This is an optimization exercise on Yosys and OpenROAD, whose aim is small area and a short achievable clock period, not a production implementation. Where RTL was checked, it was by simulation tests only, not by an equivalence proof against the original.

==> trial 81: inputs <==
Design part2, start of the top module:
module part2 (
    clear,
    clock,
    digit,
    digit_valid,
    end_of_line,
    total,
    line_result
);
Settings: LEC_CHECK=0, ABC_AREA=1, CAP_MARGIN=20, CORE_MARGIN=2, CORE_UTILIZATION=40, SETUP_SLACK_MARGIN=2.2, SLEW_MARGIN=20; clock period 6.5 ns.
standard.sh (not shown) runs the stock make flow with config.mk's settings and CLKGATE_MAP_FILE= SYNTH_SCRIPT=/design/flow/synth_recipe.tcl, a recipe that flattens the netlist after the stock synthesis.
==> flow/flow/run.sh <==
#!/bin/bash
# The standard layout (standard.sh), with these changes:
#  - synthesis leaves adders to ABC as plain gates (ADDER_MAP_FILE empty: no
#    full or half adder cells), so ABC can restructure the arithmetic;
#  - ABC's area script maps for a delay target (flow/abc_area.script) instead
#    of the unreachable default, so it can recover area off the critical paths;
set -euo pipefail
here=$(pwd)
rm -rf "$here/synth_scripts"
cp -r "$FLOW_HOME/scripts" "$here/synth_scripts"
cp "$here/flow/abc_area.script" "$here/synth_scripts/abc_area.script"
bash standard.sh ADDER_MAP_FILE= SCRIPTS_DIR="$here/synth_scripts" synth > synth.log 2>&1
export BUFFER_PORTS_ARGS="-buffer_cell sky130_fd_sc_hd__buf_2"
bash standard.sh ADDER_MAP_FILE= "BUFFER_PORTS_ARGS=$BUFFER_PORTS_ARGS" finish > layout.log 2>&1
==> flow/flow/abc_area.script <==
strash
dch
map -D 3000
topo
stime -c
buffer -c
upsize -c -D 3000
dnsize -c -D 3000
==> inputs of trial 21, as changes to trial 81 <==
==> flow/flow/run.sh (replaced) <==
#!/bin/bash
set -euo pipefail
here=$(pwd)
rm -rf "$here/synth_scripts"
cp -r "$FLOW_HOME/scripts" "$here/synth_scripts"
cp "$here/flow/abc_area.script" "$here/synth_scripts/abc_area.script"
bash standard.sh ADDER_MAP_FILE= SCRIPTS_DIR="$here/synth_scripts" synth > synth.log 2>&1
bash standard.sh ADDER_MAP_FILE= finish > layout.log 2>&1
==> flow/flow/abc_area.script (replaced) <==
strash
dch
map -D 2500
topo
stime -c
buffer -c
upsize -c -D 2500
dnsize -c -D 2500
Settings changed: CORE_UTILIZATION 40 to 65, SETUP_SLACK_MARGIN 2.2 to 2.5.
==> inputs of build 77, as changes to trial 81 <==
==> flow/flow/run.sh (replaced) <==
#!/bin/bash
set -euo pipefail
here=$(pwd)
rm -rf "$here/synth_scripts"
cp -r "$FLOW_HOME/scripts" "$here/synth_scripts"
cp "$here/flow/abc_area.script" "$here/synth_scripts/abc_area.script"
bash standard.sh ADDER_MAP_FILE= SCRIPTS_DIR="$here/synth_scripts" synth > synth.log 2>&1
bash standard.sh ADDER_MAP_FILE= finish > layout.log 2>&1
Settings changed: CORE_UTILIZATION 40 to 65.
==> parameters.txt <==
Parameter                              Value

Run status
  Result of the run  no timing/DRC/antenna violations

Layout
  Number of multi-input logic gates    2130
  Post-route core utilization    45.55%

Hold path
  Worst Hold Endpoint    tot[63]$_SDFFE_PP0P_

GRT
  M2 GR Usage    34.32%
  Number of global-route vias before repair    14800

Placed design
  Placed instance area    17130 um2

Synth
  Instance count of the mapped netlist    2770
  Share of the yosys chip area belonging to registers    20.78%

STA
  Final worst path period share    60.98%
  Worst Max-Slew Pin Slew    0.9774 ns

Floorplan
  Die area    42340 um2

Clocking
  Setup Fix Bufs, Post-CTS    0

Worst setup path
  Worst R2R Start    shr[7]$_SDFFE_PP0P_
(the above is from trial 81)
==> parameters.txt <==
Parameter                              Value

Run status
  Result of the run  no timing/DRC/antenna violations

GRT
  M2 GR Usage    59.39%
  Number of global-route vias before repair    16480

STA
  Worst Max-Slew Pin Slew    0.9835 ns

Synth
  Instance count of the mapped netlist    2795
  Share of the yosys chip area belonging to registers    19.96%

Hold path
  Min-delay worst type    reg -> reg
  Worst Hold Endpoint    lp[0]$_SDFFE_PP0P_

Placed design
  Half-perimeter wire length after detailed placement    37700 um

Layout
  Post-route core utilization    77.97%
  Number of multi-input logic gates    2241

Worst setup path
  Worst R2R Start    lg[0]$_SDFFE_PP0P_

Clocking
  TritonCTS clock tree    done
  Setup Fix Bufs, Post-CTS    13

Floorplan
  Die area    27380 um2
(the above is from trial 21)
==> parameters.txt <==
Parameter                              Value

Run status
  Result of the run  no timing/DRC/antenna violations

Synth
  Share of the yosys chip area belonging to registers    20.78%
  Instance count of the mapped netlist    2770

Placed design
  Placed instance area    17460 um2

Worst setup path
  Worst R2R Start    lg[0]$_SDFFE_PP0P_

Clocking
  Setup Fix Bufs, Post-CTS    0

STA
  Final worst path period share    63.91%

Layout
  Post-route core utilization    76.50%

Floorplan
  Die area    26330 um2
(the above is from build 77)


==> 12-19: inputs <==
Another version of the RTL of part2 (not shown whole).
clock: 6.5 ns
lec_check: 0
abc_area: 1
cap_margin: 20
core_margin: 2
core_utilization: 40
setup_slack_margin: 2.45
slew_margin: 20
==> flow/flow/run.sh <==
#!/bin/bash
# The standard layout (standard.sh), with these changes:
#  - synthesis leaves adders to ABC as plain gates (ADDER_MAP_FILE empty: no
#    full or half adder cells), so ABC can restructure the arithmetic;
#  - ABC's area script maps for a delay target (flow/abc_area.script) instead
#    of the unreachable default, so it can recover area off the critical paths;
set -euo pipefail
here=$(pwd)
rm -rf "$here/synth_scripts"
cp -r "$FLOW_HOME/scripts" "$here/synth_scripts"
cp "$here/flow/abc_area.script" "$here/synth_scripts/abc_area.script"
bash standard.sh ADDER_MAP_FILE= SCRIPTS_DIR="$here/synth_scripts" synth > synth.log 2>&1
export BUFFER_PORTS_ARGS="-buffer_cell sky130_fd_sc_hd__buf_2"
bash standard.sh ADDER_MAP_FILE= "BUFFER_PORTS_ARGS=$BUFFER_PORTS_ARGS" finish > layout.log 2>&1
==> flow/flow/abc_area.script <==
strash
dch -f
map -D 2500 -A 0.9
topo
stime -c
buffer -c
upsize -c -D 2500
dnsize -c -D 2500
==> inputs of 11-07, as changes to 12-19 <==
--- a/flow/config.mk
+++ b/flow/config.mk
@@ -7,7 +7,7 @@
 export LEC_CHECK = 0
 export ABC_AREA = 1
 export CAP_MARGIN = 20
 export CORE_MARGIN = 2
 export CORE_UTILIZATION = 40
-export SETUP_SLACK_MARGIN = 2.45
+export SETUP_SLACK_MARGIN = 2.75
 export SLEW_MARGIN = 20
==> inputs of 04-18, as changes to 12-19 <==
--- a/flow/design.v
+++ b/flow/design.v
@@ -20,12 +20,11 @@
     reg [4:0] lg;        
     reg [5:1] lp;        
     reg [63:0] tot;
     integer k;
     reg  [11:1] shr;     
-    wire        sh0 = shr[1] | (x0 < digit);    
-    wire [3:0]  y0 = sh0 ? digit : x0;
+    wire [3:0]  y0 = (shr[1] | (x0 < digit)) ? digit : x0;
     wire [47:0] y = {z, y0};
     reg  [11:1] ysh;
     always @(*) begin
         ysh[11] = y[47:44] < y[43:40];
         for (k = 10; k >= 1; k = k - 1)
--- a/flow/config.mk
+++ b/flow/config.mk
@@ -6,8 +6,8 @@
 export NUM_CORES = 4
 export LEC_CHECK = 0
 export ABC_AREA = 1
 export CAP_MARGIN = 20
 export CORE_MARGIN = 2
-export CORE_UTILIZATION = 40
-export SETUP_SLACK_MARGIN = 2.45
+export CORE_UTILIZATION = 50
+export SETUP_SLACK_MARGIN = 2.6
 export SLEW_MARGIN = 20
==> summary.txt <==
Placed design
  – Number of cells after detailed placement: between 3000 and 4000

Global routing
  – First-pass GRT wire length: 73000 um

Final layout
  – Commonest non-fill, non-tap cells in the layout: sky130_fd_sc_hd__nand2_1, sky130_fd_sc_hd__nor2_1, sky130_fd_sc_hd__inv_1
  – Utilization after layout: 44.9%
  – Area fraction of clock buffers and clock inverters: 3.13%

Drt
  – Drt initial violations: between 1000 and 1500
  – Routed WL per cell: roughly 13 um

Worst setup path
  – Arrival @ worst endpoint: around 2300 ps

Status
  – Run status: complete, no violations

CTS
  – Number of gates resized after cts: 10
-- figures above: 11-07

==> summary.txt <==
Global routing
  – First-pass GRT wire length: 73000 um

Placed design
  – Number of cells after detailed placement: ~3400

Final layout
  – Area fraction of clock buffers and clock inverters: between 3 and 4%
  – Utilization after layout: roughly 44%
  – Commonest non-fill, non-tap cells in the layout: sky130_fd_sc_hd__nand2_1, sky130_fd_sc_hd__nor2_1, sky130_fd_sc_hd__inv_1
  – Flip-flop count of the largest register, all copies and words added: 64

Status
  – Run status: complete, no violations

Drt
  – Drt initial violations: roughly 1200
  – Routed WL per cell: about 13 um

Worst setup path
  – Arrival @ worst endpoint: 2480 ps

CTS
  – Number of gates resized after cts: 1

Timing
  – Number of failing hold endpoints at the final stage: 0
-- figures above: 12-19

==> summary.txt <==
Final layout
  – Final Instance Area: between 15000 and 20000 um^2
  – Utilization after layout: a little under three fifths
  – Area fraction of clock buffers and clock inverters: 3.41%
  – Commonest non-fill, non-tap cells in the layout: sky130_fd_sc_hd__nand2_1, sky130_fd_sc_hd__nor2_1, sky130_fd_sc_hd__inv_1

Worst setup path
  – Crit-path cells: nand2_1 > nand2_2 > a21oi_4 > inv_2 > a21oi_4 > inv_1 > a21oi_2 > nor2_1 > nand2_1 > nor2_1 > nand2_1 > xor2_2 > inv_1 > buf_2
  – Arrival @ worst endpoint: between 2000 and 2500 ps

Global routing
  – First-pass GRT wire length: between 70000 and 80000 um

Floorplan
  – Area of the core region: approximately 32000 um^2
  – Die Area: 33700 um^2

Drt
  – Routed WL per cell: between 10 and 15 um

Placed design
  – Number of cells after detailed placement: ~3300

Synth
  – Synth Area in Simple Gates: 38.9%

Status
  – Run status: complete, no violations

Timing
  – Max-slew headroom at the worst pin: around 29%
-- figures above: 04-18

No functional check of the RTL was part of 04-18.


==> build 4: inputs <==
part2, a different RTL version from the one above (not shown whole).
export LEC_CHECK = 0
export ABC_AREA = 1
export CAP_MARGIN = 20
export CORE_MARGIN = 2
export CORE_UTILIZATION = 40
export SETUP_SLACK_MARGIN = 2.5
export SLEW_MARGIN = 20
create_clock -name core_clock -period 6.5 [get_ports {clock}]
==> flow/flow/run.sh <==
#!/bin/bash
# The standard layout, except that synthesis maps adders to plain gates
# (no full/half adder cells), so ABC can restructure the arithmetic.
set -euo pipefail
bash standard.sh ADDER_MAP_FILE= finish > standard_flow.log 2>&1
==> trial 53: changes against build 4 <==
--- a/flow/design.v
+++ b/flow/design.v
@@ -10,17 +10,18 @@
     input clear;
     input clock;
     input [3:0] digit;
     input digit_valid;
     input end_of_line;
     output [63:0] total;
     output [47:0] line_result;
     reg [47:0] x;        
-    reg [39:0] lr;       
+    reg [39:0] la;       
+    reg [37:1] lb;
     reg [63:0] tot;
     integer k;
     wire [51:0] ext = {x, digit};    
     reg  [11:1] shr;     
     wire [11:0] sh = {shr, shr[1] | (x[3:0] < digit)};
     reg  [11:1] ysh;
     always @(*) begin
         ysh[11] = y[47:44] < y[43:40];
@@ -342,94 +343,94 @@
     wire s285 = c220 ^ r10[24] ^ r11[23];
     wire c286 = (c220 & r10[24]) | (c220 & r11[23]) | (r10[24] & r11[23]);
     wire s287 = r10[25] ^ r11[24];
     wire c288 = r10[25] & r11[24];
     wire s289 = r10[26] ^ r11[25];
     wire c290 = r10[26] & r11[25];
     wire [39:0] ya = {r11[28], r11[27], c290, c288, c286, c284, c282, c280, c278, c276, c274, c272, c270, c268, c266, c264, c262, c260, c258, c256, c254, c252, c250, c248, c246, c244, c242, c240, c238, c236, c234, c232, c230, c228, c226, c224, c222, s221, r1[0], r0[0]};
     wire [39:0] yb = {1'b0, 1'b0, r11[26], s289, s287, s285, s283, s281, s279, s277, s275, s273, s271, s269, s267, s265, s263, s261, s259, s257, s255, s253, s251, s249, s247, s245, s243, s241, s239, s237, s235, s233, s231, s229, s227, s225, s223, r0[2], r0[1], 1'b0};
-    wire ag291 = r1[0] & r0[1];
-    wire ap292 = r1[0] ^ r0[1];
-    wire ag293 = s221 & r0[2];
-    wire ap294 = s221 ^ r0[2];
-    wire ag295 = c222 & s223;
-    wire ap296 = c222 ^ s223;
-    wire ag297 = c224 & s225;
-    wire ap298 = c224 ^ s225;
-    wire ag299 = c226 & s227;
-    wire ap300 = c226 ^ s227;
-    wire ag301 = c228 & s229;
-    wire ap302 = c228 ^ s229;
-    wire ag303 = c230 & s231;
-    wire ap304 = c230 ^ s231;
-    wire ag305 = c232 & s233;
-    wire ap306 = c232 ^ s233;
-    wire ag307 = c234 & s235;
-    wire ap308 = c234 ^ s235;
-    wire ag309 = c236 & s237;
-    wire ap310 = c236 ^ s237;
-    wire ag311 = c238 & s239;
-    wire ap312 = c238 ^ s239;
-    wire ag313 = c240 & s241;
-    wire ap314 = c240 ^ s241;
-    wire ag315 = c242 & s243;
-    wire ap316 = c242 ^ s243;
-    wire ag317 = c244 & s245;
-    wire ap318 = c244 ^ s245;
-    wire ag319 = c246 & s247;
-    wire ap320 = c246 ^ s247;
-    wire ag321 = c248 & s249;
-    wire ap322 = c248 ^ s249;
-    wire ag323 = c250 & s251;
-    wire ap324 = c250 ^ s251;
-    wire ag325 = c252 & s253;
-    wire ap326 = c252 ^ s253;
-    wire ag327 = c254 & s255;
-    wire ap328 = c254 ^ s255;
-    wire ag329 = c256 & s257;
-    wire ap330 = c256 ^ s257;
-    wire ag331 = c258 & s259;
-    wire ap332 = c258 ^ s259;
-    wire ag333 = c260 & s261;
-    wire ap334 = c260 ^ s261;
-    wire ag335 = c262 & s263;
-    wire ap336 = c262 ^ s263;
-    wire ag337 = c264 & s265;
-    wire ap338 = c264 ^ s265;
-    wire ag339 = c266 & s267;
-    wire ap340 = c266 ^ s267;
-    wire ag341 = c268 & s269;
-    wire ap342 = c268 ^ s269;
-    wire ag343 = c270 & s271;
-    wire ap344 = c270 ^ s271;
-    wire ag345 = c272 & s273;
-    wire ap346 = c272 ^ s273;
-    wire ag347 = c274 & s275;
-    wire ap348 = c274 ^ s275;
-    wire ag349 = c276 & s277;
-    wire ap350 = c276 ^ s277;
-    wire ag351 = c278 & s279;
-    wire ap352 = c278 ^ s279;
-    wire ag353 = c280 & s281;
-    wire ap354 = c280 ^ s281;
-    wire ag355 = c282 & s283;
-    wire ap356 = c282 ^ s283;
-    wire ag357 = c284 & s285;
-    wire ap358 = c284 ^ s285;
-    wire ag359 = c286 & s287;
-    wire ap360 = c286 ^ s287;
-    wire ag361 = c288 & s289;
-    wire ap362 = c288 ^ s289;
-    wire ag363 = c290 & r11[26];
-    wire ap364 = c290 ^ r11[26];
-    wire ag365 = r11[27] & 1'b0;
-    wire ap366 = r11[27] ^ 1'b0;
-    wire ag367 = r11[28] & 1'b0;
-    wire ap368 = r11[28] ^ 1'b0;
+    wire ag291 = la[1] & lb[1];
+    wire ap292 = la[1] ^ lb[1];
+    wire ag293 = la[2] & lb[2];
+    wire ap294 = la[2] ^ lb[2];
+    wire ag295 = la[3] & lb[3];
+    wire ap296 = la[3] ^ lb[3];
+    wire ag297 = la[4] & lb[4];
+    wire ap298 = la[4] ^ lb[4];
+    wire ag299 = la[5] & lb[5];
+    wire ap300 = la[5] ^ lb[5];
+    wire ag301 = la[6] & lb[6];
+    wire ap302 = la[6] ^ lb[6];
+    wire ag303 = la[7] & lb[7];
+    wire ap304 = la[7] ^ lb[7];
+    wire ag305 = la[8] & lb[8];
+    wire ap306 = la[8] ^ lb[8];
+    wire ag307 = la[9] & lb[9];
+    wire ap308 = la[9] ^ lb[9];
+    wire ag309 = la[10] & lb[10];
+    wire ap310 = la[10] ^ lb[10];
+    wire ag311 = la[11] & lb[11];
+    wire ap312 = la[11] ^ lb[11];
+    wire ag313 = la[12] & lb[12];
+    wire ap314 = la[12] ^ lb[12];
+    wire ag315 = la[13] & lb[13];
+    wire ap316 = la[13] ^ lb[13];
+    wire ag317 = la[14] & lb[14];
+    wire ap318 = la[14] ^ lb[14];
+    wire ag319 = la[15] & lb[15];
+    wire ap320 = la[15] ^ lb[15];
+    wire ag321 = la[16] & lb[16];
+    wire ap322 = la[16] ^ lb[16];
+    wire ag323 = la[17] & lb[17];
+    wire ap324 = la[17] ^ lb[17];
+    wire ag325 = la[18] & lb[18];
+    wire ap326 = la[18] ^ lb[18];
+    wire ag327 = la[19] & lb[19];
+    wire ap328 = la[19] ^ lb[19];
+    wire ag329 = la[20] & lb[20];
+    wire ap330 = la[20] ^ lb[20];
+    wire ag331 = la[21] & lb[21];
+    wire ap332 = la[21] ^ lb[21];
+    wire ag333 = la[22] & lb[22];
+    wire ap334 = la[22] ^ lb[22];
+    wire ag335 = la[23] & lb[23];
+    wire ap336 = la[23] ^ lb[23];
+    wire ag337 = la[24] & lb[24];
+    wire ap338 = la[24] ^ lb[24];
+    wire ag339 = la[25] & lb[25];
+    wire ap340 = la[25] ^ lb[25];
+    wire ag341 = la[26] & lb[26];
+    wire ap342 = la[26] ^ lb[26];
+    wire ag343 = la[27] & lb[27];
+    wire ap344 = la[27] ^ lb[27];
+    wire ag345 = la[28] & lb[28];
+    wire ap346 = la[28] ^ lb[28];
+    wire ag347 = la[29] & lb[29];
+    wire ap348 = la[29] ^ lb[29];
+    wire ag349 = la[30] & lb[30];
+    wire ap350 = la[30] ^ lb[30];
+    wire ag351 = la[31] & lb[31];
+    wire ap352 = la[31] ^ lb[31];
+    wire ag353 = la[32] & lb[32];
+    wire ap354 = la[32] ^ lb[32];
+    wire ag355 = la[33] & lb[33];
+    wire ap356 = la[33] ^ lb[33];
+    wire ag357 = la[34] & lb[34];
+    wire ap358 = la[34] ^ lb[34];
+    wire ag359 = la[35] & lb[35];
+    wire ap360 = la[35] ^ lb[35];
+    wire ag361 = la[36] & lb[36];
+    wire ap362 = la[36] ^ lb[36];
+    wire ag363 = la[37] & lb[37];
+    wire ap364 = la[37] ^ lb[37];
+    wire ag365 = la[38] & 1'b0;
+    wire ap366 = la[38] ^ 1'b0;
+    wire ag367 = la[39] & 1'b0;
+    wire ap368 = la[39] ^ 1'b0;
     wire aG369 = ag293 | (ap294 & ag291);
     wire aP370 = ap294 & ap292;
     wire aG371 = ag297 | (ap298 & ag295);
     wire aP372 = ap298 & ap296;
     wire aG373 = ag301 | (ap302 & ag299);
     wire aP374 = ap302 & ap300;
     wire aG375 = ag305 | (ap306 & ag303);
     wire aP376 = ap306 & ap304;
@@ -650,17 +651,17 @@
     wire as591 = ap354 ^ aG543;
     wire as592 = ap356 ^ aG545;
     wire as593 = ap358 ^ aG547;
     wire as594 = ap360 ^ aG549;
     wire as595 = ap362 ^ aG551;
     wire as596 = ap364 ^ aG553;
     wire as597 = ap366 ^ aG555;
     wire as598 = ap368 ^ aG557;
-    wire [39:0] yv = {as598, as597, as596, as595, as594, as593, as592, as591, as590, as589, as588, as587, as586, as585, as584, as583, as582, as581, as580, as579, as578, as577, as576, as575, as574, as573, as572, as571, as570, as569, as568, as567, as566, as565, as564, as563, as562, as561, ap292, r0[0]};
+    wire [39:0] lr = {as598, as597, as596, as595, as594, as593, as592, as591, as590, as589, as588, as587, as586, as585, as584, as583, as582, as581, as580, as579, as578, as577, as576, as575, as574, as573, as572, as571, as570, as569, as568, as567, as566, as565, as564, as563, as562, as561, ap292, la[0]};
     wire tg599 = tot[0] & lr[0];
     wire tp600 = tot[0] ^ lr[0];
     wire tg601 = tot[1] & lr[1];
     wire tp602 = tot[1] ^ lr[1];
     wire tg603 = tot[2] & lr[2];
     wire tp604 = tot[2] ^ lr[2];
     wire tg605 = tot[3] & lr[3];
     wire tp606 = tot[3] ^ lr[3];
@@ -1027,21 +1028,23 @@
     wire tP967 = tP951 & tP961;
     wire tP968 = tP952 & tP961;
     wire tP969 = tP953 & tP961;
     wire [63:0] tsum = {(tot[63] ^ (tG877 & tP968)), (tot[62] ^ (tG877 & tP967)), (tot[61] ^ (tG877 & tP966)), (tot[60] ^ (tG877 & tP965)), (tot[59] ^ (tG877 & tP964)), (tot[58] ^ (tG877 & tP963)), (tot[57] ^ (tG877 & tP962)), (tot[56] ^ (tG877 & tP961)), (tot[55] ^ (tG877 & tP960)), (tot[54] ^ (tG877 & tP959)), (tot[53] ^ (tG877 & tP958)), (tot[52] ^ (tG877 & tP957)), (tot[51] ^ (tG877 & tP956)), (tot[50] ^ (tG877 & tP955)), (tot[49] ^ (tG877 & tP954)), (tot[48] ^ (tG877 & tP945)), (tot[47] ^ (tG877 & tP944)), (tot[46] ^ (tG877 & tP943)), (tot[45] ^ (tG877 & tP942)), (tot[44] ^ (tG877 & tP931)), (tot[43] ^ (tG877 & tP930)), (tot[42] ^ (tG877 & tP918)), (tot[41] ^ (tG877 & tot[40])), (tot[40] ^ tG877), ts917, ts916, ts915, ts914, ts913, ts912, ts911, ts910, ts909, ts908, ts907, ts906, ts905, ts904, ts903, ts902, ts901, ts900, ts899, ts898, ts897, ts896, ts895, ts894, ts893, ts892, ts891, ts890, ts889, ts888, ts887, ts886, ts885, ts884, ts883, ts882, ts881, ts880, ts879, tp600};
     always @(posedge clock) begin
         if (clear | end_of_line) begin
             x  <= 48'd0;
             shr <= 11'd0;
-            lr <= 40'd0;
+            la <= 40'd0;
+            lb <= 0;
         end else if (digit_valid) begin
             x  <= y;
             shr <= ysh;
-            lr <= yv;
+            la <= ya;
+            lb <= yb[37:1];
         end
         if (clear)
             tot <= 64'd0;
         else if (end_of_line)
             tot <= tsum;
     end
     assign total = tot;
     assign line_result = {8'd0, lr};
Settings changed: SETUP_SLACK_MARGIN 2.5 to default.
==> notes.md <==
                                                                  trial 53         build 4
Run status                                                  finished clean  finished clean
Pin count of the biggest net entering global routing                    86              89
Number of non-filler instances in the completed layout                4074            4398
Final min period                                                   4.35 ns         3.79 ns
Total via count in the routed design                                 19300           22100
Share of layout cells above drive strength 1                         4.87%           17.3%
Per-cell via count in the routed design                               4.74            5.04
Routed len/inst                                                    12.6 um         13.5 um
Share of Yosys cell area claimed by the top area cell type           21.7%           27.8%
Cell Area, Synth                                                 18800 um2       18600 um2
Number of global-route vias before repair                            17100           18300
Vertical die dimension                                              221 um          220 um
Share of cell area taken by flip-flops and latches                   19.2%           14.0%
Function was not checked in any run of this note: the RTL went through the layout flow alone.

-- port drivers added, routing unchanged --
No port has a modelled driver above. Below, the same layouts with a new extraction and two added sets of constraints. Step 1 sets driving cells, clkbuf_16 on the clock port and buf_2 on the other inputs (assumed; they add their load-dependent delay and slew). Step 2, shift: input delay + t, output delay - t, t = (earliest + latest rising clock arrival at the registers) / 2. This alone moves slack from input paths to output paths. Three values: ideal ports, drivers, drivers and shift; two values: the first two.
run | t (ns) | setup slack, ns | worst register clock-pin slew, ns | worst slew at a driven data input, ns
trial 81 | 0.522 | 2.536 / 2.483 / 2.267 | 0.08 / 0.08 | 0.03
trial 21 | 0.506 | 2.406 / 2.406 / 2.106 | 0.09 / 0.09 | 0.04
build 77 | 0.493 | 2.346 / 2.305 / 1.883 | 0.08 / 0.08 | 0.03
12-19 | 0.512 | 2.717 / 2.666 / 2.433 | 0.07 / 0.07 | 0.04
11-07 | 0.512 | 2.864 / 2.814 / 2.576 | 0.07 / 0.07 | 0.04
04-18 | 0.504 | 2.793 / 2.738 / 2.468 | 0.08 / 0.08 | 0.03
build 4 | 0.550 | 2.707 / 2.723 / 2.190 | 0.08 / 0.08 | 0.03
trial 53 | 0.549 | 2.154 / 2.097 / 2.462 | 0.08 / 0.08 | 0.03
After both steps every run listed still meets setup and hold. The setup slack of build 4, which loses most, moves by +0.016 ns with the drivers and by -0.517 ns with both steps.
